Context: an optimization exercise on an open-source flow, tuned for small area. The choices shown serve that exercise and are no tape-out recipe. In this exercise RTL edits were held to simulation tests only and were not proved equivalent to the original. No activity file was given, so power comes from the tool's default toggle rates.

File: flow/design.v
module top(
      clk,
      rst,
      srx_c,
      srx_d,
      pwm_a,
      pwm_b,
      led1,
      led2,
      led3,
      led4,
      led5,
      led6,
      output_switch0,
      output_switch1,
      output_switch2,
      output_switch3,
      output0_from_A,
      output1_from_A,
      output2_from_A,
      output3_from_A,
      output0_from_B,
      output1_from_B,
      output2_from_B,
      output3_from_B,
      sw0,
      sw1,
      sw2,
      reset_CPUA_pad,
      reset_CPUB_pad,
      power_on_A_pad,
      power_on_B_pad,
      GPIO_A,
      GPIO_B
    );
input clk;
input rst;
input srx_c;
input srx_d;
input pwm_a;
input pwm_b;
output led1;
output led2;
output led3;
output led4;
output led5;
output led6;
output GPIO_A;
output GPIO_B;
output sw0;
output sw1;
output sw2;
output reset_CPUA_pad;
output reset_CPUB_pad;
output power_on_A_pad;
output power_on_B_pad;
output [7:0] output_switch0;
output [7:0] output_switch1;
output [7:0] output_switch2;
output [7:0] output_switch3;
input  [7:0] output0_from_A;
input  [7:0] output1_from_A;
input  [7:0] output2_from_A;
input  [7:0] output3_from_A;
input  [7:0] output0_from_B;
input  [7:0] output1_from_B;
input  [7:0] output2_from_B;
input  [7:0] output3_from_B;
wire switch;
wire bad_a, bad_b;      
wire debug_mode;
wire reset_A, reset_B;
wire pwr_A, pwr_B;
reg [7:0] os0, os1, os2, os3;
always @(posedge clk) begin
  os0 <= switch ? output0_from_B : output0_from_A;
  os1 <= switch ? output1_from_B : output1_from_A;
  os2 <= switch ? output2_from_B : output2_from_A;
  os3 <= switch ? output3_from_B : output3_from_A;
end
assign output_switch0 = os0;
assign output_switch1 = os1;
assign output_switch2 = os2;
assign output_switch3 = os3;
assign {sw0, sw1, sw2} = {switch, switch, switch};
assign led1 = switch;
assign led2 = ~switch;
assign GPIO_A = ~switch;
assign GPIO_B = switch;
assign led3 = bad_a;
assign led4 = bad_b;
assign led5 = ok_r;
assign led6 = ~debug_mode;
assign reset_CPUA_pad = reset_A;
assign reset_CPUB_pad = reset_B;
assign power_on_A_pad = pwr_A;
assign power_on_B_pad = pwr_B;
sc_pulse pulse_a(.clk(clk), .rst(rst), .pwm(pwm_a), .io_n(bad_a));
sc_pulse pulse_b(.clk(clk), .rst(rst), .pwm(pwm_b), .io_n(bad_b));
reg en;
always @(posedge clk)
  if (rst) en <= 1'b0;
  else     en <= ~en;
wire       pop;
wire       push_a, push_b;
wire       nz_a, nz_b;
wire [7:0] head_a, head_b;
sc_rx rx_a(.clk(clk), .rst(rst), .en(en), .srx(srx_c), .pop(pop), .rd(~sel),
           .push(push_a), .nz(nz_a), .head(head_a));
sc_rx rx_b(.clk(clk), .rst(rst), .en(en), .srx(srx_d), .pop(pop), .rd(sel),
           .push(push_b), .nz(nz_b), .head(head_b));
localparam [14:0] IDLE_HIT = 15'b001010011111011;    
localparam [14:0] PM15 = 15'b010101010101010;
localparam [13:0] PM14 = 14'b10101010101010;
reg [14:0] la;           
reg        fl;
reg        cto, cto_d, sel;    
wire       push_any = push_a | push_b;
reg [9:0]  na, nb;
function [14:0] lfsr15;
  input [14:0] x;
  lfsr15 = {x[13:0], ~(x[14] ^ x[13])};
endfunction
function [13:0] lfsr14;
  input [13:0] x;
  lfsr14 = {x[12:0], ~(x[13] ^ x[12])};
endfunction
always @(posedge clk) begin
  la  <= ((rst | push_any) ? 15'd0 : lfsr15(la ^ PM15)) ^ PM15;
  fl  <= ~rst & ~push_any & (fl | (la == (IDLE_HIT ^ PM15)));
  cto <= ~rst & fl;
end
always @(posedge clk)
  if (rst) begin
    na <= 10'd0; nb <= 10'd0;
    cto_d <= 1'b0;
    sel <= 1'b0;
  end else begin
    cto_d <= cto;
    if (push_a) na <= na + 1'b1;
    if (push_b) nb <= nb + 1'b1;
    if (cto_d) begin na <= 10'd0; nb <= 10'd0; end
    if (cto) begin
      if (na > nb) sel <= 1'b0;
      if (na < nb) sel <= 1'b1;
    end
  end
wire       data_flag = sel ? nz_b : nz_a;
wire [7:0] byte_in   = head_a | head_b;    
reg       dfd;
reg [1:0] cyc;
wire      popr = (cyc == 2'd3);
assign pop = popr;
always @(posedge clk)
  if (rst) begin
    dfd <= 1'b0; cyc <= 2'd0;
  end else begin
    dfd <= data_flag;
    if (data_flag & cto_d)
      cyc <= (cyc == 2'd3) ? 2'd1 : cyc + 1'b1;
    else if (cyc == 2'd3)
      cyc <= 2'd0;
  end
reg  [4:0] cnt;
reg  [4:0] step;
wire       idle  = (step == 5'd0) | (step == 5'd22);
wire       crst  = (step == 5'd21) | (step == 5'd22);    
wire       trig  = cto_d & ~data_flag & dfd;
wire       start = idle & trig & (cnt == 5'd8);
wire       do_wr = popr & ~cnt[4];
always @(posedge clk)
  if (rst | crst | start) cnt <= 5'd0;
  else if (do_wr) cnt <= cnt + 1'b1;
reg  [1:0] hdr;     
reg  [7:0] sum;     
reg  [3:0] cls;     
wire       acc = do_wr & (step == 5'd0) & ~cnt[3];
reg  [3:0] enc;
always @* begin
  case (byte_in)
    8'h0a: enc = 4'b0000;
    8'h0b: enc = 4'b0001;
    8'hab: enc = 4'b0010;
    8'hba: enc = 4'b0011;
    8'h55: enc = 4'b0100;
    8'haa: enc = 4'b0101;
    8'h44: enc = 4'b0110;
    8'hbb: enc = 4'b0111;
    8'ha0: enc = 4'b1000;
    8'hb0: enc = 4'b1010;
    8'h11: enc = 4'b1100;
    8'h22: enc = 4'b1101;
    default: enc = 4'b1111;
  endcase
end
always @(posedge clk)
  if (acc)
    case (cnt[2:0])
      3'd0: hdr[0] <= (byte_in == 8'heb);
      3'd1: hdr[1] <= (byte_in == 8'h90);
      3'd2: sum <= byte_in;
      3'd3: begin
              sum <= sum + byte_in;
              cls <= (byte_in == 8'hab) ? 4'b0000 : 4'b1111;
            end
      3'd4: begin
              sum <= sum + byte_in;
              cls <= (&cls) ? 4'b1111 : enc;
            end
      3'd5: sum <= sum + byte_in;
      3'd6: sum <= sum | (byte_in ^ 8'h09);
      3'd7: sum <= sum | (byte_in ^ 8'hd7);
    endcase
wire valid = (sum == 8'd0);
wire g0    = (cls[3:2] == 2'b00);
wire g1    = (cls[3:2] == 2'b01);
wire g2    = (cls[3:2] == 2'b10);
wire condreq = g2 | (g1 & ~cls[0]);
reg  act;
reg  ok_r, dbg_r;       
assign debug_mode = dbg_r;
always @(posedge clk)
  if (rst) begin
    step <= 5'd0; ok_r <= 1'b1; dbg_r <= 1'b0; act <= 1'b0;
  end else begin
    act <= 1'b0;
    case (step)
      5'd0, 5'd22:
            step <= ~trig ? 5'd0 : (cnt == 5'd8) ? 5'd1 : 5'd22;
      5'd2: if (hdr[0]) step <= 5'd3;
            else begin step <= 5'd21; ok_r <= 1'b0; end
      5'd4: if (hdr[1]) step <= 5'd5;
            else begin step <= 5'd21; ok_r <= 1'b0; end
      5'd20: begin
              step <= 5'd22;
              ok_r <= valid;
              act <= valid & (~condreq | (switch ^ cls[1]));
              if (valid & (cls == 4'b1100)) dbg_r <= 1'b1;
              if (valid & (cls == 4'b1101)) dbg_r <= 1'b0;
            end
      5'd21: step <= 5'd22;
      default: step <= step + 1'b1;
    endcase
  end
wire force_swi = act & g0;
wire cmd_swi   = cls[0];
wire reset_a_flag = act & ((g0 & cls[1]) | (g2 & ~cls[1]));
wire reset_b_flag = act & ((g0 & cls[1]) | (g2 & cls[1]));
reg  act_d;              
wire fpc_A  = act & g1 & ~cls[1];
wire fpc_B  = act & g1 & cls[1];
wire fda    = act_d & g1 & ~cls[1];
wire fdb    = act_d & g1 & cls[1];
wire cpw_A  = cls[0];
wire cpw_B  = cls[0];
localparam [13:0] RST_HIT = 14'b01100001001011;    
reg        rsa, rsb;
reg [13:0] kc;           
wire       done_k = (kc == (RST_HIT ^ PM14));
assign reset_A = rsa;
assign reset_B = rsb;
always @(posedge clk) begin
  kc  <= ((rst | ~(rsa | rsb)) ? 14'd0 : lfsr14(kc ^ PM14)) ^ PM14;
end
always @(posedge clk)
  if (rst) begin
    rsa <= 1'b0; rsb <= 1'b0;
  end else begin
    if (done_k) rsa <= 1'b0; else if (reset_a_flag) rsa <= 1'b1;
    if (done_k) rsb <= 1'b0; else if (reset_b_flag) rsb <= 1'b1;
  end
localparam [14:0] FAIL_HIT = 15'b010001011110011;    
reg        cur_A, cur_B, nxt_A, nxt_B, afl, bfl, sw_r;
reg [14:0] fa, fb;       
reg        a_fail, b_fail;
wire       a_ff = ((bad_a & cur_A) | afl) & ~debug_mode;
wire       b_ff = ((bad_b & cur_B) | bfl) & ~debug_mode;
wire       a_cnt = a_ff & ~fpc_A & ~fda & ~debug_mode;
wire       b_cnt = b_ff & ~fpc_B & ~fdb & ~debug_mode;
always @(posedge clk) begin
  fa <= ((rst | ~a_cnt) ? 15'd0 : lfsr15(fa ^ PM15)) ^ PM15;
  fb <= ((rst | ~b_cnt) ? 15'd0 : lfsr15(fb ^ PM15)) ^ PM15;
  a_fail <= ~rst & a_cnt & (a_fail | (fa == (FAIL_HIT ^ PM15)));
  b_fail <= ~rst & b_cnt & (b_fail | (fb == (FAIL_HIT ^ PM15)));
end
assign switch = sw_r;
assign pwr_A = cur_A;
assign pwr_B = cur_B;
always @(posedge clk)
  if (rst) begin
    cur_A <= 1'b1; cur_B <= 1'b0;
    nxt_A <= 1'b1; nxt_B <= 1'b0;
    afl <= 1'b0; bfl <= 1'b0;
    act_d <= 1'b0;
    sw_r <= 1'b0;
  end else begin
    cur_A <= nxt_A;
    cur_B <= nxt_B;
    act_d <= act;
    if (force_swi) sw_r <= cmd_swi;
    else if (~a_fail & b_fail) sw_r <= 1'b0;
    else if (a_fail & ~b_fail) sw_r <= 1'b1;
    if (fpc_A | fpc_B | fda | fdb) begin
      if (fpc_A | fda) begin afl <= 1'b0; nxt_A <= cpw_A; end
      if (fpc_B | fdb) begin bfl <= 1'b0; nxt_B <= cpw_B; end
    end else if (~a_fail & b_fail) begin
      nxt_B <= 1'b0; nxt_A <= 1'b1; bfl <= 1'b1;
    end else if (a_fail & ~b_fail) begin
      nxt_A <= 1'b0; nxt_B <= 1'b1; afl <= 1'b1;
    end
  end
endmodule
module sc_pulse(clk, rst, pwm, io_n);
input  clk;
input  rst;
input  pwm;
output io_n;      
reg        d1, d2, st, st1, st2;
reg [10:0] tc;           
reg        rok, fok;     
reg        bad;          
wire rise = d1 & ~d2;
wire fall = ~d1 & d2;
localparam [10:0] P_LO = 11'd950, P_HI = 11'd1050;    
localparam [10:0] D_LO = 11'd450, D_HI = 11'd550;     
wire rin  = (tc >= P_LO) & (tc <= P_HI);
wire fin  = (tc >= D_LO) & (tc <= D_HI);
assign io_n = bad;
always @(posedge clk)
  if (rst) begin
    d1 <= 1'b0; d2 <= 1'b0; st <= 1'b0; st1 <= 1'b0; st2 <= 1'b0;
    tc <= 11'd0; rok <= 1'b0; fok <= 1'b0; bad <= 1'b0;
  end else begin
    d1 <= pwm;
    d2 <= d1;
    st1 <= st;
    st2 <= st1;
    if (rise) st <= ~st;
    if (st & fall) fok <= fin;
    if (st & rise) rok <= rin;
    if (~st2) begin rok <= 1'b0; fok <= 1'b0; end
    if (~st1) tc <= 11'd0;
    else if (~(&tc)) tc <= tc + 1'b1;
    if (~st1) bad <= ~(rok & fok);
  end
endmodule
module sc_rx(clk, rst, en, srx, pop, rd, push, nz, head);
input        clk;
input        rst;
input        en;
input        srx;
input        pop;
output       push;
output       nz;
input        rd;      
output [7:0] head;
reg s1, s2;
always @(posedge clk)
  if (rst) begin s1 <= 1'b0; s2 <= 1'b0; end
  else begin s1 <= srx; s2 <= s1; end
localparam [2:0] IDLE = 3'd0, START = 3'd1, PREP = 3'd2, BIT = 3'd3,
                 ENDB = 3'd4, STOP = 3'd5, PUSH = 3'd6;
reg [2:0] st;
reg [3:0] rc;
reg [8:0] sh;       
reg       ferr;
reg       rpush;
wire      rc7 = (rc == 4'd7);
wire      rc0 = (rc == 4'd0);
wire [3:0] rcm = rc - 1'b1;
always @(posedge clk)
  if (rst) begin
    st <= IDLE; rpush <= 1'b0;
  end else if (en) begin
    case (st)
      IDLE:  begin rpush <= 1'b0; rc <= 4'd14; if (!s2) st <= START; end
      START: begin rpush <= 1'b0; if (rc7) st <= s2 ? IDLE : PREP; rc <= rcm; end
      PREP:  begin sh <= 9'h100; if (rc0) st <= BIT; rc <= rcm; end
      BIT:   begin if (rc0) st <= ENDB; if (rc7) sh <= {s2, sh[8:1]}; rc <= rcm; end
      ENDB:  begin st <= sh[0] ? STOP : BIT; rc <= 4'd14; end
      STOP:  begin if (rc7) begin ferr <= ~s2; st <= PUSH; end rc <= rcm; end
      PUSH:  if (s2) begin rpush <= 1'b1; st <= IDLE; end
             else if (~ferr) begin rpush <= 1'b1; rc <= 4'd14; st <= START; end
      default: st <= IDLE;
    endcase
  end
assign push = rpush & ~en;
reg [7:0] mem [0:15];
reg [3:0] top, bot;
reg       full;
assign nz   = full | (top != bot);
reg [7:0] grp [0:3];
reg [7:0] head_r;
integer   hi, hj;
always @* begin
  head_r = 8'h00;
  for (hj = 0; hj < 4; hj = hj + 1) begin
    grp[hj] = 8'h00;
    for (hi = 0; hi < 4; hi = hi + 1)
      grp[hj] = grp[hj] | (mem[{hj[1:0], hi[1:0]}] & {8{bot[1:0] == hi[1:0]}});
    head_r = head_r | (grp[hj] & {8{rd & (bot[3:2] == hj[1:0])}});
  end
end
assign head = head_r;
always @(posedge clk)
  if (push & ~full) mem[top] <= sh[8:1];
always @(posedge clk)
  if (rst) begin
    top <= 4'd0; bot <= 4'd0; full <= 1'b0;
  end else
    case ({push, pop})
      2'b10: if (~full) begin
               top <= top + 1'b1;
               if (top + 4'd1 == bot) full <= 1'b1;
             end
      2'b01: if (nz) begin bot <= bot + 1'b1; full <= 1'b0; end
      2'b11: begin top <= top + 1'b1; bot <= bot + 1'b1; end
      default: ;
    endcase
endmodule
File: flow/flow/run.sh
#!/bin/bash
# Own layout flow: the standard flow (standard.sh) with two ORFS
# variables changed:
#   - port buffers use the smallest buffer cell (buf_1);
#   - clock tree: clkbuf_4 leaf clusters of at most 10 sinks, no dummy loads.
# Everything else (synthesis, floorplan, power grid, taps, routing) is the
# standard flow's. The full make output goes to flow_make.log here.
set -uo pipefail
bash standard.sh \
  "BUFFER_PORTS_ARGS=-buffer_cell sky130_fd_sc_hd__buf_1" \
  "CTS_ARGS=-sink_clustering_enable -repair_clock_nets -dont_use_dummy_load -buf_list sky130_fd_sc_hd__clkbuf_4 -sink_clustering_size 10 -sink_clustering_max_diameter 50" \
  finish > flow_make.log 2>&1
status=$?
tail -n 30 flow_make.log
exit $status
File: flow/standard.sh
#!/bin/bash
# synth_recipe.tcl (not shown) runs the flow's synth.tcl, then flattens the netlist and writes it again
# the make line also repeats each setting of config.mk as NAME=value (left out here)
make -C /OpenROAD-flow-scripts/flow DESIGN_CONFIG=/design/flow/config.mk WORK_HOME=/design/flow/orfs CLKGATE_MAP_FILE= SYNTH_SCRIPT=/design/flow/synth_recipe.tcl "${@:-finish}"
File: flow/config.mk
export PLATFORM = sky130hd
export DESIGN_NAME = top
export DESIGN_NICKNAME = top
export VERILOG_FILES = /design/flow/design.v
export SDC_FILE = /design/flow/constraint.sdc
export NUM_CORES = 4
export LEC_CHECK = 0
export CAP_MARGIN = 5
export CORE_MARGIN = 2
export CORE_UTILIZATION = 65
export PLACE_DENSITY = 0.75
export SLEW_MARGIN = 5
File: flow/constraint.sdc
create_clock -name core_clock -period 8.0 [get_ports {clk}]
set_input_delay 1.6000 -clock core_clock [delete_from_list [all_inputs] [get_ports {clk}]]
set_output_delay 1.6000 -clock core_clock [all_outputs]
set_load 0.01 [all_outputs]
==> summary.txt, run 1 <==
Routing
The detailed router finished its first iteration with 1214 violations. Wires add up to 42.53 mm. The count of vias placed by the detailed router is 13760. The residual DRC count is 0.

The mean number of vias per cell is 6.054. The routed wire length per instance is 18.72 um. The number of nets still failing antenna checks after routing is 0. The length of the first detailed-routing pass in iterations is 5.

Min path
The worst hold path terminates at la[11]. The path class of the tightest hold or removal check is reg -> reg. The worst hold path cell count is 1. The launch instance of the worst min-delay path is la[10].

Layout
Once layout is done, the placed cells without fillers occupy 22030 sq um. The share of cells above drive strength 1 is 7.013%. The multi-input combinational cells in the finished layout cover a total of 7119 sq um. The number of standard cells in the layout, taps in and fillers out is 2272. For this run, the share of the core covered by cells in the final layout is 69.62%.

The final layout contains 2002 nets. From synthesis to final layout, the design area changed by 5.042%. The number of filler cells placed in the layout is 2334.

Registers take 13190 sq um.

Global route
Global routing consumed, over all layers together, 25.63% of the routing resources. The via count of the first global-routing pass is 13510. The initial antenna violation count was 1. The overflow left after global routing is 0. Entering global routing, the biggest net connects 68 pins. The first-pass GRT wire length is 68.45 mm.

Placed design
Including well taps, the total number of placed cells is 2211. The worst slack at placement is 3.648 ns. The congestion estimate from routability-driven global placement came to 0.8571. The count of buffers added on input and output ports is 116. Detailed placement ended at an HPWL of 29.40 mm. Once placement finished, the instance area stood at 21570 sq um.

Floorplanning
For this configuration, the core starts out at a cell density of 66.28%. The number of standard-cell rows in the floorplan is 65. The die span in y is 183.6 um. The floorplan core area is 31640 sq um. Pin placement for this block handled 117 I/O pins. The die is 183.6 um wide. The die covers 33710 sq um.

Yosys
In this run the mean area of a mapped cell was 11.96 sq um. In the synthesized netlist the dominant register cell turns out to be edfxtp_1. Of all flip-flops after synthesis, the portion carrying an async set or reset was 0%. The cell area after technology mapping is 20970 sq um. The post-synth net total is 1885. The sequential share of the synthesized area is 62.92%. The count of distinct cell types in the synthesized netlist is 78. The number of enable flip-flop cells after synthesis is 298. The synthesis warning total is 4.

Synthesis produced a netlist whose cell count is 1753. The post-synthesis register bit count is 510.

Timing
The final hold violation count is 0. For the finished layout, the period the worst path requires is 4.453 ns. The slew at the pin closest to its max-slew limit is 1.318 ns. For the final routed database, the setup TNS stands at 0 ns. The count of final max-slew check failures came to 0. The worst max-slew margin expressed relative to the limit is 11.43%. The post-route fraction of the period consumed by the critical path is 55.66%. Setup repair after global routing left no endpoint under its margin. Setup violations remaining at the end of the flow were counted as 0. The final worst hold slack is 0.3798 ns.

Across the routed clock network, the largest skew measured is 0.08397 ns. After layout, the worst setup slack is 3.547 ns. The maximum clock frequency is 224.6 MHz.

Clock network
Clock latency on the worst-skew pair, taken at its later pin, is 0.77 ns. Clock tree synthesis found a total of 510 sinks. The number of gates resized after cts is 0. The number of buffers between clock root and the deepest sink is 3. The tree is rooted in a clkbuf_4. The clock tree from TritonCTS is yes. The buffers inserted during post-CTS setup optimization is 0. The clock transition at the registers of the reported paths is 0.10 ns. The number of buffers inserted during clock tree synthesis is 59. The number of levels the H-tree was split into is 2. The number of hold-repair buffers added at the cts stage is 0.

Critical path
For the worst setup path, the data arrival time is 4.99 ns. The number of cells on the worst reg-to-reg path is 16. The endpoint identified for the worst register-to-register timing path is sum[7]. The endpoint kind of the worst setup timing path is a flip-flop.

The critical path class is reg -> reg. The maximum fanout count along the critical path is 32. The setup check on the worst reg-to-reg path leaves a slack of 3.55 ns. The required time of the worst setup path is 8.54 ns. The startpoint identified for the worst register-to-register timing path is rx_b.bot[0]. The critical path starts at rx_b.bot[0]. The worst setup path is launched from a flip-flop.

Run
The count of maximum capacitance violations is 0.

Power and ir drop
After layout, the design draws a total of 4.041 mW. For this design the ratio of total power to cell area is 183.5 nW/um^2. The leakage component of the power is 7.363 nW.

The worst voltage drop across the vdd grid is 0.1443 mV.

Run status
The run finished with no timing, DRC or antenna violations.
[area by class of cell]
cell class / count / share of cell area, %
inverter: 61 / 1.040
antenna: 2 / 0.02272
sequential: 510 / 59.90
timing repair buffer: 129 / 2.426
tap: 402 / 2.284
multi-input combinational: 1109 / 32.32
clock buffer: 59 / 2.011
[state kept, by name, indices dropped and copies added (netlist names), 5 cells and up]
| signal | flops |
|---|---|
| nb | 10 |
| na | 10 |
| step | 5 |
| kc | 14 |
| fa | 15 |
| cnt | 5 |
| os0 | 8 |
| os3 | 8 |
| rx_b.sh | 9 |
| fb | 15 |
| la | 15 |
| os2 | 8 |
| rx_a.mem | 128 |
| sum | 8 |
| rx_a.sh | 9 |
| pulse_a.tc | 11 |
| os1 | 8 |
| pulse_b.tc | 11 |
| rx_b.mem | 128 |
[layout by cell type (no fill, tap or decap), drive strengths merged, types with 60 or more instances in the layout]
cell	instances
nor2	192
buf	128
dfxtp	212
inv	61
edfxtp	298
a21oi	123
nand2	147
a22oi	132
clkbuf	60
ha	61
[per-layer routing]
layer	part of all wire, %	track usage [%]	vias to the layer above	wire length (um)
li1	-	-	6588	-
met1	44	36.29	6615	18570
met2	46	40.35	467	19590
met3	8.0	5.428	85	3418
met4	2.2	7.424	0	949
met5	0	0	-	0
[cells by family after synthesis]
family,after synthesis,synth area share (%)
muxes,41,2.160
xor gates and xnor gates,80,3.341
adders and majority gates,62,3.735
and+or+nand+nor,568,13.38
DFF,510,62.92
buffers and inverters,134,3.157
AOI/OAI and AO/OA,358,11.31
[power breakdown]
part	internal [mW]	switching (mW)	total, mW
logic	0.0607	0.0914	0.152
registers	2.77	0.0241	2.80
clock network	0.337	0.754	1.09
total	3.17	0.870	4.04
[worst max-delay path: stages, from the launching register on]
cell and delay, ns:
dfxtp_1 0.48, inv_1 0.10, ha_1 0.21, buf_4 0.25, a22oi_1 0.24, a21oi_1 0.13, a21oi_1 0.22, nand4_1 0.47
ha_1 0.41, a21o_1 0.18, a21oi_1 0.20, o21ai_0 0.20, a21o_1 0.22, a21oi_1 0.31, o21ai_0 0.14, a22o_1 0.20
a311oi_1 0.26
[cell usage after synthesis, drive strengths merged (32+ instances only)]
master / n / area, sq um
a22oi: 132 / 991.0
nand3: 36 / 180.2
o21ai: 33 / 165.2
xor2: 42 / 367.9
nand2: 147 / 554.3
edfxtp: 298 / 8949
xnor2: 38 / 332.8
nor2b: 32 / 200.2
inv: 61 / 229.0
a21oi: 123 / 630.6
clkbuf: 33 / 123.9
buf: 40 / 309.0
dfxtp: 212 / 4244
nor2: 192 / 728.2
mux2: 34 / 382.9
nor3: 35 / 186.4
ha: 61 / 763.2
[worst max-delay path by stage]
stage / end / slack, ns / depth (start not counted)
final: sum[7] / 3.55 / 16
after global routing: sum[7] / 3.21 / 17
after global placement: sum[7] / 3.89 / 15
after floorplan: sum[7] / 4.49 / 17
after CTS: sum[7] / 3.64 / 16
after detailed placement: sum[7] / 3.65 / 16
==> run 2, diff against run 1 <==
--- a/flow/config.mk
+++ b/flow/config.mk
@@ -7,3 +7,3 @@
 export LEC_CHECK = 0
-export CAP_MARGIN = 5
+export CAP_MARGIN = 20
 export CORE_MARGIN = 2
@@ -11,2 +11,2 @@
 export PLACE_DENSITY = 0.75
-export SLEW_MARGIN = 5
+export SLEW_MARGIN = 20
==> run 2 against run 1 <==
Effect of this change: die area unchanged; worst setup slack got worse by 0.052 ns; final cell count about the same; maximum frequency decreased by 1.1%.
==> summary.txt, run 2 <==
Yosys
The post-synthesis instance total is 1753. The post-synthesis cell type with the largest combined area is edfxtp_1. The fraction of synthesized cell area taken by the top area cell type is 42.68%. The cell area that synthesis handed to floorplanning was 20970 sq um. After synthesis, the share of flip-flops with an asynchronous set or reset is 0%. The most used flip-flop cell after synthesis is edfxtp_1. In this run, distinct cell masters in the synthesized netlist total 78. The post-synth net total is 1885.

By area the synthesized netlist is led by edfxtp_1 43%, dfxtp_1 20%, a22oi_1 4.7%. For this run, the register share of the synthesized area comes to 62.92%. By count the netlist is led by 298 x edfxtp_1, 212 x dfxtp_1, 191 x nor2_1. The average cell area after synthesis is 11.96 sq um. In this run, synthesis inferred 298 flip-flops with an integrated enable.

The post-synthesis register bit count is 510. The cell with the most instances after synthesis is edfxtp_1. The synthesis warning total is 4.

Timing
The final hold violation count is 0. The worst pin sits at a relative slew slack of 38.24%. The count of final max-slew check failures was 0. The maximum clock frequency is 222.0 MHz. For the pin with the worst max-slew slack, the measured transition is 0.9264 ns. For the final routed database, the setup TNS stands at 0 ns. The clock period minus worst slack is 4.505 ns.

Setup repair after global routing left no endpoint under its margin. The setup violation total in the final timing report is 0. The worst setup slack after layout is 3.495 ns. The worst clock skew is 0.09675 ns. The post-route fraction of the period consumed by the critical path is 56.31%.

Clock network
The number of buffers between clock root and the deepest sink is 3. CTS built an H-tree with a depth of 2. The buffer cell driving the clock tree root is clkbuf_4. The clock transition at the registers of the reported paths is 0.10 ns. The number of hold-repair buffers added at the cts stage is 0. Counting every sink on the clock net gives 510. In this run, post-CTS repair resized a total of 0 instances. The buffers inserted during post-CTS setup optimization is 0.

For the worst-skew pair, the clock arrives at the later sink with an insertion delay of 0.76 ns. Buffers inserted during clock tree synthesis total 59. The clock tree from TritonCTS is yes.

Global route
For this run the aggregate overflow at the end of global routing stands at 0. Global routing used 40.66% of the available met2 tracks. The global-route total usage across every layer is 25.64%.

Global routing used 36.49% of the available met1 tracks. The via count of the first global-routing pass is 13420. The initial antenna violation count is 1.

The maximum number of pins on one net before global-route repair is 68. For met3 alone, demand over resource in global routing was 4.814%. The first global-routing pass estimated 68.52 mm of wire.

The layer with the highest usage after global routing is met2.

Layout
The finished layout holds 2271 standard cells, fillers aside. In the final layout, the share of cells above drive strength 1 is 7.388%. From synthesis to final layout, the design area changed by 5.203%. After filler insertion, the fill cell instance count of the layout stands at 2331.

The top cell types in the final layout, fill and taps aside, are 298 x edfxtp_1, 212 x dfxtp_1, 191 x nor2_1. In the final layout, the registers with the most flip-flops are rx_a.mem x128, rx_b.mem x128. The number of nets at the end of the flow is 2002. The leading cell type in the layout, fill and taps excluded is edfxtp_1.

Critical path
The critical path class is reg -> reg. STA classifies the critical path startpoint as a flip-flop. STA classifies the critical path endpoint as a flip-flop.

The worst-path cell with the longest stage delay is dfxtp_1. At the worst endpoint, the required time is 8.51 ns. For this run, the slowest stage of the critical path takes 0.49 ns. In this design, the critical path's most frequently occurring cell is a21oi_1. The maximum fanout count along the critical path is 32. The critical path's top delay family is compound AO/OA/AOI/OAI gates.

The signal on the critical path passes through inv_1, ha_1, buf_4, a22oi_1, a21oi_1, a21oi_1, nand4_1, ha_1, a21o_1, a21oi_1, o21ai_0, a21o_1, a21oi_1, o21ai_0, a22o_1, a311oi_1. Counting both buffers and inverters, the worst setup path holds a total of 2. The worst register-to-register path has a setup slack of 3.50 ns.

The endpoint arrival time on the critical path is 5.02 ns.

Floorplanning
The die footprint is 33710 sq um. The die span in y is 183.6 um. The number of top-level pins is 117.

The floorplan core area is 31640 sq um. The floorplan has 65 rows. The width of the chip is 183.6 um. For this configuration, the core starts out at a cell density of 66.28%.

Routing
The number of DRC markers after the initial detailed-route iteration is 1180. The length of the first detailed-routing pass in iterations is 5. For this run, design rule violations remaining after detail routing come to 0.

The number of nets still failing antenna checks after routing is 0. For this block, the routed nets add up to 42.67 mm of wire. The mean number of vias per cell is 6.081.

The routed layout has 13810 vias. The routed wire length per instance is 18.79 um.

Placed design
The worst slack at placement is 3.667 ns. The cell count after placement is 2211. Once detailed placement completed, the half-perimeter wirelength came to 29.38 mm. During placement, the flow inserted port buffers numbering 116.

The congestion estimate from routability-driven global placement came to 0.8571.

Power and ir drop
The power per cell area is 183.0 nW/um^2. The worst voltage drop across the vdd grid is 0.1119 mV. After layout, the design draws a total of 4.036 mW.

In this run the static leakage power is 7.389 nW.

Min path
The tightest min-delay check is of the reg -> reg type.

Run status
The run finished with no timing, DRC or antenna violations.

Run
The count of maximum capacitance violations is 0.
==> run 2: path summary, 6_finish.rpt <==
kind / startpoint / endpoint / cells after the start
worst min-delay path: kc[2] / kc[3] / 1
worst min register to register: kc[2] / kc[3] / 1
worst max register to register: rx_b.bot[0] / sum[7] / 16
worst max-delay path: rx_b.bot[0] / sum[7] / 16
==> run 2: kinds of logic after synthesis <==
| logic type | Yosys count | share of synthesized area [%] |
|---|---|---|
| compound gates | 358 | 11.31 |
| xor+xnor | 80 | 3.341 |
| fa+ha+maj | 62 | 3.735 |
| buf+inv | 134 | 3.157 |
| flops | 510 | 62.92 |
| mux | 41 | 2.160 |
| simple gates | 568 | 13.38 |
==> run 2: power by group <==
| group | total [mW] | internal, mW | switching (mW) |
|---|---|---|---|
| Combinational | 0.153 | 0.0609 | 0.0921 |
| Sequential | 2.80 | 2.77 | 0.0245 |
| Clock | 1.09 | 0.337 | 0.749 |
| Total | 4.04 | 3.17 | 0.865 |
==> run 2: final cells by class <==
| type | instances | area (sq um) | area share [%] |
|---|---|---|---|
| well taps | 402 | 503.0 | 2.280 |
| flip-flops and latches | 510 | 13190 | 59.80 |
| repair buffers | 129 | 534.3 | 2.422 |
| clock buffers | 59 | 442.9 | 2.008 |
| diodes | 1 | 2.502 | 0.01134 |
| multi-input cells | 1109 | 7156 | 32.44 |
| inverters | 61 | 229.0 | 1.038 |
==> run 2: through the flow <==
stage | area [sq um] | utilization (%) | hold slack [ns]
final | 22060 | 69.73 | 0.3858
after global routing | 22060 | 69.73 | 0.3988
after CTS | 22020 | 69.61 | 0.3886
after floorplan | 20970 | - | 0.3527
after detailed placement | 21580 | 68.21 | 0.3649
after global placement | 21570 | 68.19 | 0.3562
==> run 2: worst reg2reg max path, cell delays in order (launching register included) <==
cell and delay, ns:
dfxtp_1 0.49, inv_1 0.11, ha_1 0.20, buf_4 0.25, a22oi_1 0.26, a21oi_1 0.13, a21oi_1 0.23, nand4_1 0.48
ha_1 0.41, a21o_1 0.18, a21oi_1 0.20, o21ai_0 0.19, a21o_1 0.22, a21oi_1 0.30, o21ai_0 0.15, a22o_1 0.20
a311oi_1 0.27
==> run 2: metal layers <==
metal | wire [um] | vias to the layer above
li1 | - | 6605
met3 | 3405 | 69
met2 | 19650 | 470
met4 | 903 | 0
met1 | 18710 | 6666
met5 | 0 | -
==> run 3, diff against run 2 <==
--- a/flow/design.v
+++ b/flow/design.v
@@ -319,3 +319,3 @@
 reg [10:0] tc;           
-reg        rok, fok;     
+reg        ok;
 reg        bad;          
@@ -331,3 +331,3 @@
     d1 <= 1'b0; d2 <= 1'b0; st <= 1'b0; st1 <= 1'b0; st2 <= 1'b0;
-    tc <= 11'd0; rok <= 1'b0; fok <= 1'b0; bad <= 1'b0;
+    tc <= 11'd0; ok <= 1'b0; bad <= 1'b0;
   end else begin
@@ -338,8 +338,8 @@
     if (rise) st <= ~st;
-    if (st & fall) fok <= fin;
-    if (st & rise) rok <= rin;
-    if (~st2) begin rok <= 1'b0; fok <= 1'b0; end
+    if (st & fall) ok <= fin;
+    if (st & rise) ok <= ok & rin;
+    if (~st2) ok <= 1'b0;
     if (~st1) tc <= 11'd0;
     else if (~(&tc)) tc <= tc + 1'b1;
-    if (~st1) bad <= ~(rok & fok);
+    if (~st1) bad <= ~ok;
   end
==> run 3 against run 2 <==
Effect of this change: still clean; wire length increased by 3.2%; final cell count decreased by 0.70%; clock skew decreased by 0.067 ns; die area decreased by 0.29%; largest cell class unchanged.
==> summary.txt, run 3 <==
Timing
The final total negative setup slack is 0 ns. The final worst hold slack is 0.3766 ns. After layout, the worst path uses 55.02% of the clock period. The slew at the pin closest to its max-slew limit is 0.9608 ns. The maximum clock frequency is 227.2 MHz. The count of final max-slew check failures was 0. Setup repair after global routing left no endpoint under its margin.

The worst max-slew margin expressed relative to the limit is 35.36%. The smallest clock period supported by the final layout is computed as 4.401 ns. The worst clock skew is 0.03011 ns.

The final hold violation count is 0. Setup violations remaining at the end of the flow were counted as 0.

Routing
After detailed routing, the total wire length is 44.02 mm. The number of nets still failing antenna checks after routing is 0. The number of DRC markers after the initial detailed-route iteration is 1172. The mean number of vias per cell is 6.118. The count of vias placed by the detailed router is 13800. The length of the first detailed-routing pass in iterations is 6. After detailed routing, the number of remaining DRC violations is 0. The routed wire length per instance is 19.52 um.

Power and ir drop
For this design the ratio of total power to cell area is 184.5 nW/um^2. The sum of internal, switching and leakage power is 4.046 mW. For this design the static power due to leakage is 7.373 nW. VDD sags by at most 0.1468 mV.

Critical path
STA puts the critical path data required time at 8.50 ns. The worst setup path is launched from a flip-flop. The maximum fanout count along the critical path is 20. At the worst endpoint, the arrival time is 4.90 ns.

The critical path class is reg -> reg. The worst setup path is captured at a flip-flop.

Yosys
In the synthesized netlist the async set-or-reset flop fraction comes to 0%. Sequential cells were found to cover 62.91% of the synthesized design area. Summed over its instances, the top area cell type makes up 42.80% of the synthesized netlist area. The most used flip-flop cell after synthesis is edfxtp_1. The cell count after synthesis came out at 1745. The number of nets handed over by synthesis was 1874.

For this run, the number of Yosys warnings is 4. The cell with the most instances after synthesis is edfxtp_1. Counting distinct cell types in the post-synthesis netlist gives 73. Sorting the synthesized cells by how often they occur yields 298 x edfxtp_1, 210 x dfxtp_1, 187 x nor2_1. By area the synthesized netlist is led by edfxtp_1 43%, dfxtp_1 20%, a22oi_1 4.8%.

The number of enable flip-flop cells after synthesis is 298. The average cell area after synthesis is 11.98 sq um. Counting flops and latches in the post-synthesis netlist gives 508.

The cell area after technology mapping is 20910 sq um. edfxtp_1 takes more of the synthesized area than any other cell.

Layout
The top cell types in the final layout, fill and taps aside, are 298 x edfxtp_1, 209 x dfxtp_1, 187 x nor2_1. Of the cells placed in the final design, the portion with a size suffix greater than 1 is 7.343%. The number of nets at the end of the flow is 1983. From synthesis to final layout, the design area changed by 4.907%. The leading cell type in the layout, fill and taps excluded is edfxtp_1. The largest registers in the layout are rx_a.mem x128, rx_b.mem x128.

Global route
The initial antenna violation count is 1. The first global-routing pass estimated 68.86 mm of wire. Entering global routing, the biggest net connects 77 pins. The global-route total usage across every layer is 25.98%.

The via count of the first global-routing pass came to 13230. The overflow left after global routing is 0.

Clock network
The clock passes through at most 3 buffers. The number of levels the H-tree was split into is 2. For this design, the CTS-stage hold fixing added 0 buffers. The cell sitting at the root of the clock tree is a clkbuf_4. Clock-pin slew was measured on the worst setup and hold paths at 0.10 ns. Counting the buffers created by CTS gives 57.

The clock tree from TritonCTS is yes. The number of sinks driven by the clock tree is 508. In this run the post-CTS setup repair buffer count came out at 0. For the worst-skew pair, the clock arrives at the later sink with an insertion delay of 0.75 ns. After clock tree synthesis, the repair step resized 0 gates.

Floorplanning
The die footprint is 33620 sq um. The floorplan step defined a core boundary enclosing 31640 sq um. The number of top-level pins is 117. The floorplan step set the die width to 183.3 um. The number of standard-cell rows in the floorplan is 65.

The die is 183.3 um tall. The initial standard-cell utilization of the core is 66.09%.

Placed design
The total of buffers placed on input and output ports is 116. Routability-driven placement finished with a final weighted congestion of 0.8634. Once detailed placement completed, the half-perimeter wirelength came to 29.82 mm.

Run status
The flow ran to the end and the layout has no timing, DRC or antenna violations.

Min path
The worst hold path belongs to the class reg -> reg.

Run
The count of maximum capacitance violations is 0.
run 3: cell types whose count changed in the layout (fill, tap and decap cells not counted), sizes merged, moves of 5 or more:
cell and change:
and2 -7, and3 +9, and4 +5, nand2 -8, nand4 +5, o21ai -6
run 3: layer usage:
layer / global-route usage (%) / wire length [um] / vias up
met1: 34.88 / 18380 / 6699
met5: 0 / 0 / -
met4: 7.808 / 1279 / 0
li1: - / - / 6574
met3: 4.130 / 2709 / 83
met2: 43.97 / 21650 / 439
run 3: critical path, stage by stage, from the launching register on:
cell and delay (ns):
dfxtp_1 0.51, ha_1 0.67, buf_4 0.38, a22oi_1 0.11, a21oi_1 0.22, a21oi_1 0.08, nand4_1 0.45, ha_1 0.27
inv_1 0.06, fa_1 0.40, inv_1 0.07, a21oi_1 0.06, o21bai_1 0.22, a21o_1 0.15, a21oi_1 0.07, xnor2_1 0.12
a221o_1 0.28
run 3: area by class of cell:
class | instances | area [sq um]
Inverter | 58 | 217.7
Antenna cell | 1 | 2.502
Fill cell | 2332 | 9703
Timing Repair Buffer | 128 | 526.8
Clock buffer | 57 | 427.9
Multi-Input combinational cell | 1101 | 7102
Sequential cell | 508 | 13150
Tap cell | 402 | 503.0
run 3: final timing paths:
check              startpoint  endpoint  slack, ns  cells past startpoint
setup reg to reg  rx_b.bot[1]    sum[6]       3.60                     16
hold / removal         la[10]    la[11]       0.38                      1
hold reg to reg        la[10]    la[11]       0.38                      1
setup / recovery  rx_b.bot[1]    sum[6]       3.60                     16
run 3: where the power goes:
part / switching [mW] / total [mW] / internal, mW / leakage, nW
combinational: 0.101 / 0.170 / 0.0695 / 2.73
clock: 0.757 / 1.08 / 0.326 / 0.262
sequential: 0.0293 / 2.79 / 2.76 / 4.38
total: 0.887 / 4.05 / 3.16 / 7.37
run 3: cell families (layout without fill, tap and decap cells):
kind of cell,after synthesis,in the layout,synth area share [%]
compound gates,341,341,10.66
fa+ha+maj,59,59,3.567
simple gates,577,577,13.84
mux,42,42,2.208
flops,508,508,62.91
other cells,0,1,0
buf+inv,136,243,3.381
xor+xnor,82,82,3.435
run 3: stage by stage:
stage | worst slack [ns] | cell area, sq um | cells | utilization (%)
global route | 3.387 | 21930 | 2255 | 69.33
floorplan | 3.987 | 20910 | 1745 | -
finish | 3.599 | 21930 | 2255 | 69.33
global placement | 3.921 | 21470 | 2197 | 67.87
CTS | 3.695 | 21910 | 2254 | 69.25
detailed placement | 3.713 | 21480 | 2197 | 67.90
==> run 4, diff against run 3 <==
--- a/flow/flow/run.sh
+++ b/flow/flow/run.sh
@@ -10,3 +10,3 @@
   "BUFFER_PORTS_ARGS=-buffer_cell sky130_fd_sc_hd__buf_1" \
-  "CTS_ARGS=-sink_clustering_enable -repair_clock_nets -dont_use_dummy_load -buf_list sky130_fd_sc_hd__clkbuf_4 -sink_clustering_size 10 -sink_clustering_max_diameter 50" \
+  "CTS_ARGS=-sink_clustering_enable -repair_clock_nets -dont_use_dummy_load -buf_list sky130_fd_sc_hd__clkbuf_4 -sink_clustering_size 9 -sink_clustering_max_diameter 50" \
   finish > flow_make.log 2>&1
==> run 4 against run 3 <==
Effect of this change: final cell count rose by 0.40%; sequential cell count did not move; combinational power barely moved; maximum frequency is 0.13% higher; sequential share of layout area decreased by 0.18 points; largest power group unchanged; highest routed layer unchanged.
==> summary.txt, run 4 <==
Run status
The flow ran to the end and the layout has no timing, DRC or antenna violations.

Floorplanning
The die span in y is 183.3 um. The initial standard-cell utilization of the core is 66.09%. The floorplan step defined a core boundary enclosing 31640 sq um. For this design the top-level I/O count stands at 117. The die covers 33620 sq um. After floorplanning, the core was divided into 65 placement rows. The width of the chip is 183.3 um.

Yosys
Synthesis produced a netlist with a net count of 1874. The fraction of synthesized area in multiplexers is 2.208%. Counting flops and latches in the post-synthesis netlist gives 508. The synthesized netlist contains 73 unique library cells.

By area, the combinational part of the netlist is dominated by simple AND/OR/NAND/NOR gates. Of the total synthesized cell area, the portion taken by XOR and XNOR cells is 3.435%. In the synthesized netlist the dominant register cell turns out to be edfxtp_1. The async set-reset flop share out of synthesis is 0%. After Yosys synthesis, and, or, nand and nor cells account for 13.84% of the synthesized area. The fraction of synthesized cell area taken by the top area cell type is 42.80%.

The sequential share of the synthesized area is 62.91%. The post-synthesis cell type with the largest combined area is edfxtp_1. The cell area after technology mapping is 20910 sq um.

The compound-gate portion of the synthesized area is 10.66%. The synthesized netlist devotes 3.567% of its cell area to adder and majority cells. The commonest cells after synthesis are 298 x edfxtp_1, 210 x dfxtp_1, 187 x nor2_1.

During synthesis, Yosys emitted a total of 4 warnings. Among all cell types in the netlist, the one instantiated most often is edfxtp_1. By area the synthesized netlist is led by edfxtp_1 43%, dfxtp_1 20%, a22oi_1 4.8%.

The average cell area after synthesis is 11.98 sq um. Counting every instance in the synthesized netlist gives 1745. The number of enable flip-flop cells after synthesis is 298.

Routing
The number of DRC markers after the initial detailed-route iteration is 1094. The total wire length after detailed routing is 44.55 mm. The detail route stage leaves a number of antenna-violating nets equal to 0. For this block, the via count after detailed routing is 13890.

The length of the first detailed-routing pass in iterations is 5. The mean number of vias per cell is 6.133. The routed wire length per instance is 19.68 um. The residual DRC count is 0.

Clock network
The clock tree from TritonCTS is yes. Clock tree synthesis found a total of 508 sinks. The buffer cell driving the clock tree root is clkbuf_4. In this run, post-CTS repair resized a total of 0 instances. The clock latency of the later-clocked register in the worst-skew pair is 0.72 ns.

The clock transition at the registers of the reported paths is 0.11 ns. The H-tree generated during clock tree synthesis spans 3 levels. Clock tree synthesis inserted a total of 66 buffers. The number of setup buffers added after CTS is 0.

For this design, the CTS-stage hold fixing added 0 buffers. The number of buffers between clock root and the deepest sink is 3.

Timing
The slew at the pin closest to its max-slew limit is 0.9618 ns. The worst pin sits at a relative slew slack of 35.53%. The count of final max-slew check failures is 0. The setup violation total in the final timing report is 0.

For this run, the top clock speed supported by timing is 227.5 MHz. The worst clock skew is 0.07888 ns. The post-route fraction of the period consumed by the critical path is 54.95%. The final hold violation count came to 0. Setup repair after global routing left no endpoint under its margin. The clock period minus worst slack is 4.396 ns. Setup total negative slack on the finished layout was measured at 0 ns.

Critical path
The endpoint kind of the worst setup timing path is a flip-flop. The sort of element at the start of the critical path is a flip-flop. The largest single stage delay on the critical path is 0.66 ns.

The maximum fanout count along the critical path is 20. The signal on the critical path passes through ha_1, buf_4, a22oi_1, a21oi_1, a21oi_1, nand4_1, ha_1, inv_1, fa_1, inv_1, a21oi_1, o21bai_1, a21o_1, a21oi_1, xnor2_1, a221o_1. The startpoint of the lowest-slack register-to-register path is rx_b.bot[1]. The critical path class is reg -> reg.

The most numerous cell type found on the critical path is a21oi_1. The endpoint arrival time on the critical path is 4.82 ns. Data on the critical path is required at its endpoint by 8.43 ns. In this run the worst setup path begins at rx_b.bot[1]. The worst-path cell with the longest stage delay is ha_1.

Power and ir drop
Dividing total power by cell area gives a power density of 187.7 nW/um^2. The worst voltage drop across the vdd grid is 0.1299 mV. For this design the static power due to leakage is 7.415 nW. The design draws 4.129 mW.

Layout
The post-route netlist has 7.792% of its cells at a drive strength greater than 1. In the layout the commonest cells are 298 x edfxtp_1, 209 x dfxtp_1, 187 x nor2_1. The layout-stage area growth over the synthesis result is 5.230%. The multi-input combinational cell area is 7102 sq um. After filler insertion, the fill cell instance count of the layout stands at 2336. The net count of the finished layout is 1992. The largest registers in the layout are rx_a.mem x128, rx_b.mem x128. In the final layout, flip-flops and latches occupy 13150 sq um.

The library cell used most frequently in the layout, excluding fill and tap cells, is edfxtp_1.

Global route
The initial antenna violation count is 1. Entering global routing, the biggest net connects 77 pins. The via count of the first global-routing pass is 13380. Global routing consumed, over all layers together, 26.21% of the routing resources. The first global-routing pass estimated 69.28 mm of wire.

The overflow left after global routing is 0.

Placed design
The weighted congestion at the end of routability-driven global placement is 0.8634. The total half-perimeter wirelength after legalization and detailed placement is 29.82 mm. The total of buffers placed on input and output ports is 116.

Min path
The startpoint identified for the worst hold timing path is la[10]. The tightest min-delay check is of the reg -> reg type.

Run
The tool flagged a number of max-cap violations equal to 0.
run 4: cell counts after synthesis:
No cell type changed its count.
run 4: layout make-up:
class	instances	share of cell area [%]
Sequential cell	508	59.79
Multi-Input combinational cell	1101	32.28
Timing Repair Buffer	128	2.394
Tap cell	402	2.286
Clock buffer	66	2.252
Inverter	58	0.9895
Antenna cell	1	0.01137
run 4: worst paths after layout:
check	cells after the start	to	slack, ns
min	1	la[11]	0.37
max reg2reg	16	sum[6]	3.60
min reg2reg	1	la[11]	0.37
max	16	sum[6]	3.60
run 4: worst max-delay path: cells and delay by family (launching register included):
family / cells / cell delay (ns)
XOR/XNOR: 1 / 0.13
adder cells (fa/ha/maj): 3 / 1.34
AO/OA/AOI/OAI: 8 / 1.19
AND/OR/NAND/NOR: 1 / 0.45
buffers and inverters: 3 / 0.51
flip-flops: 1 / 0.51
run 4: routing by layer:
layer	GRT usage [%]	vias up	wire length (um)
li1	-	6573	-
met1	34.75	6771	18550
met2	44.11	456	21940
met3	4.925	85	2808
met4	8.224	0	1241
met5	0	-	0
run 4: report_power, final:
part	total, mW	internal (mW)	switching, mW
registers	2.79	2.76	0.0293
logic	0.171	0.0695	0.102
clock network	1.17	0.382	0.783
run 4: kinds of logic after synthesis:
logic type,count (synthesis)
compound gates,341
xor+xnor,82
fa+ha+maj,59
buf+inv,136
flops,508
mux,42
simple gates,577
run 4: per-stage QoR:
| step | instance area (sq um) | cells | util, % | hold slack (ns) | setup slack [ns] |
|---|---|---|---|---|---|
| finish | 22000 | 2264 | 69.54 | 0.3749 | 3.604 |
| global route | 22000 | 2264 | 69.54 | 0.3951 | 3.383 |
| CTS | 21980 | 2263 | 69.46 | 0.3753 | 3.651 |
| detailed placement | 21480 | 2197 | 67.90 | 0.3665 | 3.713 |
| global placement | 21470 | 2197 | 67.87 | 0.3605 | 3.921 |
| floorplan | 20910 | 1745 | - | 0.3527 | 3.987 |
==> run 5, diff against run 4 <==
--- a/flow/flow/run.sh
+++ b/flow/flow/run.sh
@@ -10,3 +10,3 @@
   "BUFFER_PORTS_ARGS=-buffer_cell sky130_fd_sc_hd__buf_1" \
-  "CTS_ARGS=-sink_clustering_enable -repair_clock_nets -dont_use_dummy_load -buf_list sky130_fd_sc_hd__clkbuf_4 -sink_clustering_size 9 -sink_clustering_max_diameter 50" \
+  "CTS_ARGS=-sink_clustering_enable -repair_clock_nets -dont_use_dummy_load -buf_list sky130_fd_sc_hd__clkbuf_4 -sink_clustering_size 10 -sink_clustering_max_diameter 40" \
   finish > flow_make.log 2>&1
==> run 5 against run 4 <==
Effect of this change: register-to-register slack gained 0.02 ns; area after synthesis stayed put; total power fell by 1.6%; non-clock buffer count did not move; first-iteration DRC count increased by 0.37%; die area stayed put; sequential cell count stayed put; clock skew is 0.024 ns lower; count of clock-buffer cells in the layout shrank 6; final cell count fell by 0.27%.
==> summary.txt, run 5 <==
Floorplanning
The region available for standard cell placement spans 31640 sq um. The floorplan step defined a die boundary enclosing 33620 sq um. Row generation in the floorplan step produced 65 rows. Measured along the x axis, the die boundary spans 183.3 um.

The number of top-level pins is 117. The die span in y is 183.3 um. The initial utilization of the core area, before any placement, comes to 66.09%.

Layout
Leaving out fill and tap cells, the most frequent cells in the layout are 298 x edfxtp_1, 209 x dfxtp_1, 187 x nor2_1. The final layout contains 1986 nets. The largest registers in the layout are rx_a.mem x128, rx_b.mem x128.

Measured on the finished design, the core utilization comes to 69.40%. The post-route netlist has 7.493% of its cells at a drive strength greater than 1. From synthesis to final layout, the design area changed by 5.015%.

The leading cell type in the layout, fill and taps excluded is edfxtp_1.

Critical path
Along the worst path, the maximum fanout reaches 20. The worst setup path is launched from a flip-flop. The required time of the worst setup path is 8.52 ns. The endpoint arrival time on the critical path is 4.90 ns.

The critical path class is reg -> reg. The startpoint of the lowest-slack register-to-register path is rx_b.bot[1]. The endpoint kind of the worst setup timing path is a flip-flop. The logic depth of the worst register-to-register path is 16. The most critical setup path has its startpoint at rx_b.bot[1].

Routing
The mean number of vias per cell is 6.083. After detailed routing, the number of remaining DRC violations is 0. In this run the remaining antenna-violating nets after routing total 0. The first detailed-routing pass ran for 6 iterations. Dividing the detail-routed wire length by the instance count gives 19.53 um. After detailed routing, the total wire length is 44.10 mm.

The count of vias placed by the detailed router is 13740. For this block, the initial DRC count from the detailed router was 1098.

Timing
Adding up every negative setup slack in the final design gives 0 ns. The post-route fraction of the period consumed by the critical path is 54.74%. The final hold violation count is 0. The slew at the pin closest to its max-slew limit is 0.9502 ns.

The count of final max-slew check failures was 0. The maximum clock frequency is 228.3 MHz. The setup violation total in the final timing report is 0. Setup repair after global routing left no endpoint under its margin. The final worst hold slack is 0.3590 ns. Counting I/O delays and the setup requirement, the final critical path takes 4.380 ns.

Across the routed clock network, the largest skew measured is 0.05502 ns. The worst max-slew margin expressed relative to the limit is 36.07%.

Clock network
Clock tree synthesis selected as its root buffer the cell clkbuf_4. TritonCTS created 60 clock buffers. The number of hold-repair buffers added at the cts stage is 0. The clock transition at the registers of the reported paths is 0.11 ns.

After clock tree synthesis, the repair step resized 0 gates. For the worst-skew pair, the clock arrives at the later sink with an insertion delay of 0.77 ns. The clock tree from TritonCTS is yes.

CTS saw 508 sinks. The number of buffers between clock root and the deepest sink is 3. The number of levels the H-tree was split into is 2.

In this run the post-CTS setup repair buffer count came out at 0.

Min path
In this run the worst hold path is classified as reg -> reg. Along the worst hold path, the cell count comes to 1. The launch instance of the worst min-delay path is kc[6].

Global route
The routing usage on met1 is 34.65%. The via count of the first global-routing pass came to 13250. The layer with the highest usage after global routing is met2.

The global routing met3 resource utilization is 4.766%. The maximum number of pins on one net before global-route repair is 77. Global routing consumed, on the met2 layer, 43.71% of the routing resources. The first-pass GRT wire length is 68.89 mm.

Global routing consumed, over all layers together, 26.00% of the routing resources. The overflow left after global routing is 0. The initial antenna violation count is 1.

Power and ir drop
Power spread over the standard cell area amounts to 185.0 nW/um^2. The sequential power share is 68.8%. The leakage component of the power is 7.387 nW. Of the total power, combinational logic draws 4.2%. Cell internal power was estimated by the tool at 3.176 mW. The share of power burned in the clock network is 27.1%. In this run switching power makes up 21.83% of total power. The worst voltage drop across the vdd grid is 0.1532 mV. The net switching power is 0.8868 mW.

Run
The count of maximum capacitance violations is 0.

Yosys
Each instance of the synthesized netlist takes up on average 11.98 sq um. The most common flop cell mapped by yosys is edfxtp_1. The sequential share of the synthesized area is 62.91%. The count of distinct cell types in the synthesized netlist is 73. The post-synth net total is 1874. The cell area after technology mapping is 20910 sq um. After synthesis, the most frequently instantiated cells are 298 x edfxtp_1, 210 x dfxtp_1, 187 x nor2_1. Yosys attributes the largest share of cell area to edfxtp_1 43%, dfxtp_1 20%, a22oi_1 4.8%. The async set-reset flop share out of synthesis is 0%.

The post-synthesis register bit count is 508. Among all cell types in the netlist, the one instantiated most often is edfxtp_1. For this run, the number of Yosys warnings is 4. The number of enable flip-flop cells after synthesis is 298. The largest total area in the synthesized netlist belongs to edfxtp_1.

After synthesis, the largest area contributor takes up 42.80% of total cell area. The post-synthesis instance total is 1745.

Placed design
The total of buffers placed on input and output ports is 116. The total half-perimeter wirelength after legalization and detailed placement is 29.82 mm. Routability-driven placement finished with a final weighted congestion of 0.8634.

Run status
The run finished with no timing, DRC or antenna violations.
-- run 5: cell counts after synthesis --
Identical to the previous run, type by type.
-- run 5: final cells by class --
type,count,area [sq um]
diodes,1,2.502
well taps,402,503.0
multi-input cells,1101,7102
repair buffers,128,526.8
clock buffers,60,450.4
fillers,2319,9681
inverters,58,217.7
flip-flops and latches,508,13150
-- run 5: worst paths after layout --
check / slack (ns) / endpoint
worst max-delay path: 3.62 / sum[6]
worst min-delay path: 0.36 / kc[7]
worst max register to register: 3.62 / sum[6]
worst min register to register: 0.36 / kc[7]
-- run 5: routing by layer --
layer  vias to the layer above  wire length, um
met2                       434            21540
met3                        72             2835
li1                       6573                -
met5                         -                0
met4                         0             1224
met1                      6657            18500
-- run 5: critical path: stages (launching register included) --
cell,delay (ns)
dfxtp_1,0.51
ha_1,0.68
buf_4,0.38
a22oi_1,0.11
a21oi_1,0.21
a21oi_1,0.07
nand4_1,0.44
ha_1,0.28
inv_1,0.06
fa_1,0.40
inv_1,0.08
a21oi_1,0.06
o21bai_1,0.22
a21o_1,0.15
a21oi_1,0.07
xnor2_1,0.13
a221o_1,0.28
-- run 5: kinds of logic (layout without fill, tap and decap cells) --
kind of cell,after synthesis,after routing,share of synthesized area (%)
other cells,0,1,0
simple gates,577,577,13.84
fa+ha+maj,59,59,3.567
mux,42,42,2.208
compound gates,341,341,10.66
xor+xnor,82,82,3.435
buf+inv,136,246,3.381
flops,508,508,62.91
-- run 5: through the flow --
step                      power (mW)  setup WS (ns)  cell area, sq um  instances
after floorplan                2.965          3.987             20910       1745
after global placement         3.013          3.921             21470       2197
after detailed placement       3.021          3.713             21480       2197
after CTS                      4.097          3.724             21930       2257
after global routing           4.213          3.391             21960       2258
final                          4.063          3.620             21960       2258
-- run 5: power by group through the flow --
stage | combinational, mW | clock, mW | sequential [mW]
floorplan | 0.121 | 0 | 2.84
global placement | 0.162 | 0 | 2.85
detailed placement | 0.168 | 0 | 2.85
CTS | 0.169 | 1.13 | 2.79
global route | 0.194 | 1.22 | 2.80
finish | 0.170 | 1.10 | 2.79
==> run 6, diff against run 5 <==
--- a/flow/flow/run.sh
+++ b/flow/flow/run.sh
@@ -4,3 +4,4 @@
 #   - port buffers use the smallest buffer cell (buf_1);
-#   - clock tree: clkbuf_4 leaf clusters of at most 10 sinks, no dummy loads.
+#   - clock tree: clkbuf_4 leaf clusters of at most 10 sinks within 40 um,
+#     no dummy loads.
 # Everything else (synthesis, floorplan, power grid, taps, routing) is the
==> run 6 against run 5 <==
Effect of this change: still clean; sequential share of layout area stayed put; count of clock-buffer cells in the layout did not move; sequential power barely moved; maximum frequency stayed put; largest cell class unchanged; highest routed layer unchanged.
==> summary.txt, run 6 <==
Yosys
In the post-synthesis netlist, the biggest area contributors are edfxtp_1 43%, dfxtp_1 20%, a22oi_1 4.8%. The count of distinct cell types in the synthesized netlist is 73. The cell area after technology mapping is 20910 sq um. The fraction of synthesized cell area taken by the top area cell type is 42.80%. The post-synthesis cell type with the largest combined area is edfxtp_1.

The most common flop cell mapped by yosys is edfxtp_1. For this run, the number of Yosys warnings is 4. The post-synthesis instance total is 1745.

The post-synthesis register bit count is 508. The async set-reset flop share out of synthesis is 0%. The sequential share of the synthesized area is 62.91%.

Ranked by instance count, the synthesized netlist is headed by 298 x edfxtp_1, 210 x dfxtp_1, 187 x nor2_1. The cell with the most instances after synthesis is edfxtp_1. The number of enable flip-flop cells after synthesis is 298. The number of nets in the synthesized netlist is 1874. The average cell area after synthesis is 11.98 sq um.

Floorplanning
The initial standard-cell utilization of the core is 66.09%. The width of the chip is 183.3 um. The die is 183.3 um tall. The die footprint is 33620 sq um. The number of standard-cell rows in the floorplan is 65. For this design the top-level I/O count stands at 117. The floorplan core area is 31640 sq um.

Routing
The mean number of vias per cell is 6.083. For this run, design rule violations remaining after detail routing come to 0. The length of the first detailed-routing pass in iterations is 6.

After the first detailed-routing iteration, the DRC count stood at 1098. The total wire length after detailed routing is 44.10 mm. The count of vias placed by the detailed router is 13740. After detailed routing, the average wire length per cell comes to 19.53 um. The count of nets left with antenna violations once routing finished came out at 0.

Placed design
Input and output buffers added on the ports amount to 116. The weighted congestion at the end of routability-driven global placement is 0.8634. The standard cell area after detailed placement is 21480 sq um.

The total half-perimeter wirelength after legalization and detailed placement is 29.82 mm. After detailed placement, the design holds a cell count of 2197.

Critical path
The worst-case register-to-register setup slack is 3.62 ns. The endpoint kind of the worst setup timing path is a flip-flop. For the worst setup path, the data arrival time is 4.90 ns. The critical path class is reg -> reg. The endpoint of the most critical setup path is sum[6]. The reg-to-reg endpoint is sum[6]. The worst path buffer plus inverter count is 3. The sort of element at the start of the critical path is a flip-flop. The maximum single-stage delay on the critical path is 0.68 ns. The most frequent cell on the critical path is a21oi_1. Walking the worst path, the cells encountered are ha_1, buf_4, a22oi_1, a21oi_1, a21oi_1, nand4_1, ha_1, inv_1, fa_1, inv_1, a21oi_1, o21bai_1, a21o_1, a21oi_1, xnor2_1, a221o_1.

On the critical path, the stage with the largest delay is an instance of ha_1. The maximum fanout count along the critical path is 20. The critical path starts at rx_b.bot[1]. The number of stages on the worst setup path is 16. STA puts the critical path data required time at 8.52 ns. Broken down by cell family, the worst path's largest delay share belongs to adder cells.

The logic depth of the worst register-to-register path is 16. The worst register-to-register path begins at rx_b.bot[1].

Run
The count of maximum capacitance violations is 0.

Timing
The count of final max-slew check failures is 0. The post-route fraction of the period consumed by the critical path is 54.74%. Setup repair after global routing left no endpoint under its margin. Hold timing on the final database bottoms out at a slack of 0.3590 ns. Timing would allow up to 228.3 MHz. In this run the tightest slew margin relative to its limit is 36.07%. The final hold violation count was 0. The smallest clock period supported by the final layout is computed as 4.380 ns.

Setup violations remaining at the end of the flow were counted as 0. For the final database, setup skew stands at 0.05502 ns. For the pin with the worst max-slew slack, the measured transition is 0.9502 ns.

In the final timing run, aggregate negative setup slack is 0 ns.

Global route
The global-route total usage across every layer is 26.00%. The initial antenna violation count was 1. Entering global routing, the biggest net connects 77 pins.

The via count of the first global-routing pass was 13250. The first-pass GRT wire length is 68.89 mm. After global routing the overflow that remains totals 0.

Clock network
TritonCTS built the clock tree. The number of sinks driven by the clock tree is 508. Buffers inserted during clock tree synthesis total 60. The buffers inserted during post-CTS setup optimization is 0.

The number of buffers between clock root and the deepest sink is 3. The number of hold-repair buffers added at the cts stage is 0. The number of gates resized after cts is 0.

The clock latency of the later-clocked register in the worst-skew pair is 0.77 ns. The number of levels the H-tree was split into is 2. The clock transition at the registers of the reported paths is 0.11 ns. The buffer cell driving the clock tree root is clkbuf_4.

Layout
The layout-stage area growth over the synthesis result is 5.015%. The finished layout holds 2258 standard cells, fillers aside. The summed area of non-filler cells in the final layout is 21960 sq um. The share of cells above drive strength 1 is 7.493%. In the layout the commonest cells are 298 x edfxtp_1, 209 x dfxtp_1, 187 x nor2_1.

The leading cell type in the layout, fill and taps excluded is edfxtp_1. The largest registers in the layout are rx_a.mem x128, rx_b.mem x128. The number of nets at the end of the flow is 1986.

Run status
The flow ran to the end and the layout has no timing, DRC or antenna violations.

Power and ir drop
The worst voltage drop across the vdd grid is 0.1532 mV. The leakage component of the power is 7.387 nW. The power per cell area is 185.0 nW/um^2.

Min path
The classification of the worst-slack hold path is reg -> reg.
-- run 6: worst min-delay path by stage --
| stage | startpoint | endpoint | slack, ns | depth (start not counted) |
|---|---|---|---|---|
| floorplan | la[8] | la[9] | 0.35 | 1 |
| finish | kc[6] | kc[7] | 0.36 | 1 |
| CTS | kc[6] | kc[7] | 0.36 | 1 |
| global placement | fa[2] | fa[3] | 0.36 | 1 |
| global route | kc[6] | kc[7] | 0.38 | 1 |
| detailed placement | fb[12] | fb[13] | 0.37 | 1 |
-- run 6: per-layer routing --
layer  part of all wire, %  track usage [%]
met5                     0                0
met4                   2.8            8.032
met3                   6.4            4.766
met2                    49            43.71
met1                    42            34.65
-- run 6: logic make-up after synthesis --
family / count (synthesis) / synth area share (%)
flip-flops: 508 / 62.91
AND/OR/NAND/NOR: 577 / 13.84
multiplexers: 42 / 2.208
XOR/XNOR: 82 / 3.435
adder cells (fa/ha/maj): 59 / 3.567
AO/OA/AOI/OAI: 341 / 10.66
buffers and inverters: 136 / 3.381
-- run 6: stage by stage --
| stage | setup slack, ns | total power [mW] | util (%) |
|---|---|---|---|
| after floorplan | 3.987 | 2.965 | - |
| after global placement | 3.921 | 3.013 | 67.87 |
| after detailed placement | 3.713 | 3.021 | 67.90 |
| after CTS | 3.724 | 4.097 | 69.32 |
| after global routing | 3.391 | 4.213 | 69.40 |
| final | 3.620 | 4.063 | 69.40 |
-- run 6: final cells by class --
cell class              instances  area, sq um
multi-input cells            1101         7102
fillers                      2319         9681
well taps                     402        503.0
repair buffers                128        526.8
clock buffers                  60        450.4
flip-flops and latches        508        13150
diodes                          1        2.502
inverters                      58        217.7
-- run 6: report_power, final --
group	leakage, nW	internal (mW)	switching [mW]	total (mW)
Combinational	2.73	0.0695	0.101	0.170
Sequential	4.38	2.76	0.0292	2.79
Clock	0.276	0.342	0.757	1.10
Total	7.39	3.18	0.887	4.06

[port drivers added, routing unchanged]
The results above use ideal ports. As a check the final layouts listed here were re-extracted and re-timed, cells and wires unchanged. Step 1, drivers: a clkbuf_16 drives clk and a buf_2 each remaining input, both assumed. Step 2 adds t to the input delays and takes it off the output delays; t is the mean of the earliest and latest rising clock arrival at the registers after step 1. Input paths then give back, and output paths get back, about the clock's delay inside the block. Three values: no drivers, after step 1, after step 2; two values: the first two.
run | t, ns | setup WS [ns] | clock arrival spread, ns | worst register clock-pin slew, ns
run 1 | 0.774 | 3.547 / 3.547 / 3.547 | 0.084 / 0.084 | 0.11 / 0.11
run 2 | 0.754 | 3.495 / 3.495 / 3.495 | 0.097 / 0.097 | 0.11 / 0.11
run 3 | 0.784 | 3.599 / 3.599 / 3.599 | 0.037 / 0.037 | 0.12 / 0.12
run 4 | 0.732 | 3.604 / 3.604 / 3.604 | 0.082 / 0.082 | 0.11 / 0.11
run 5 | 0.786 | 3.620 / 3.620 / 3.620 | 0.062 / 0.062 | 0.11 / 0.11
run 6 | 0.786 | 3.620 / 3.620 / 3.620 | 0.062 / 0.062 | 0.11 / 0.11
After both steps every run listed still meets setup and hold.
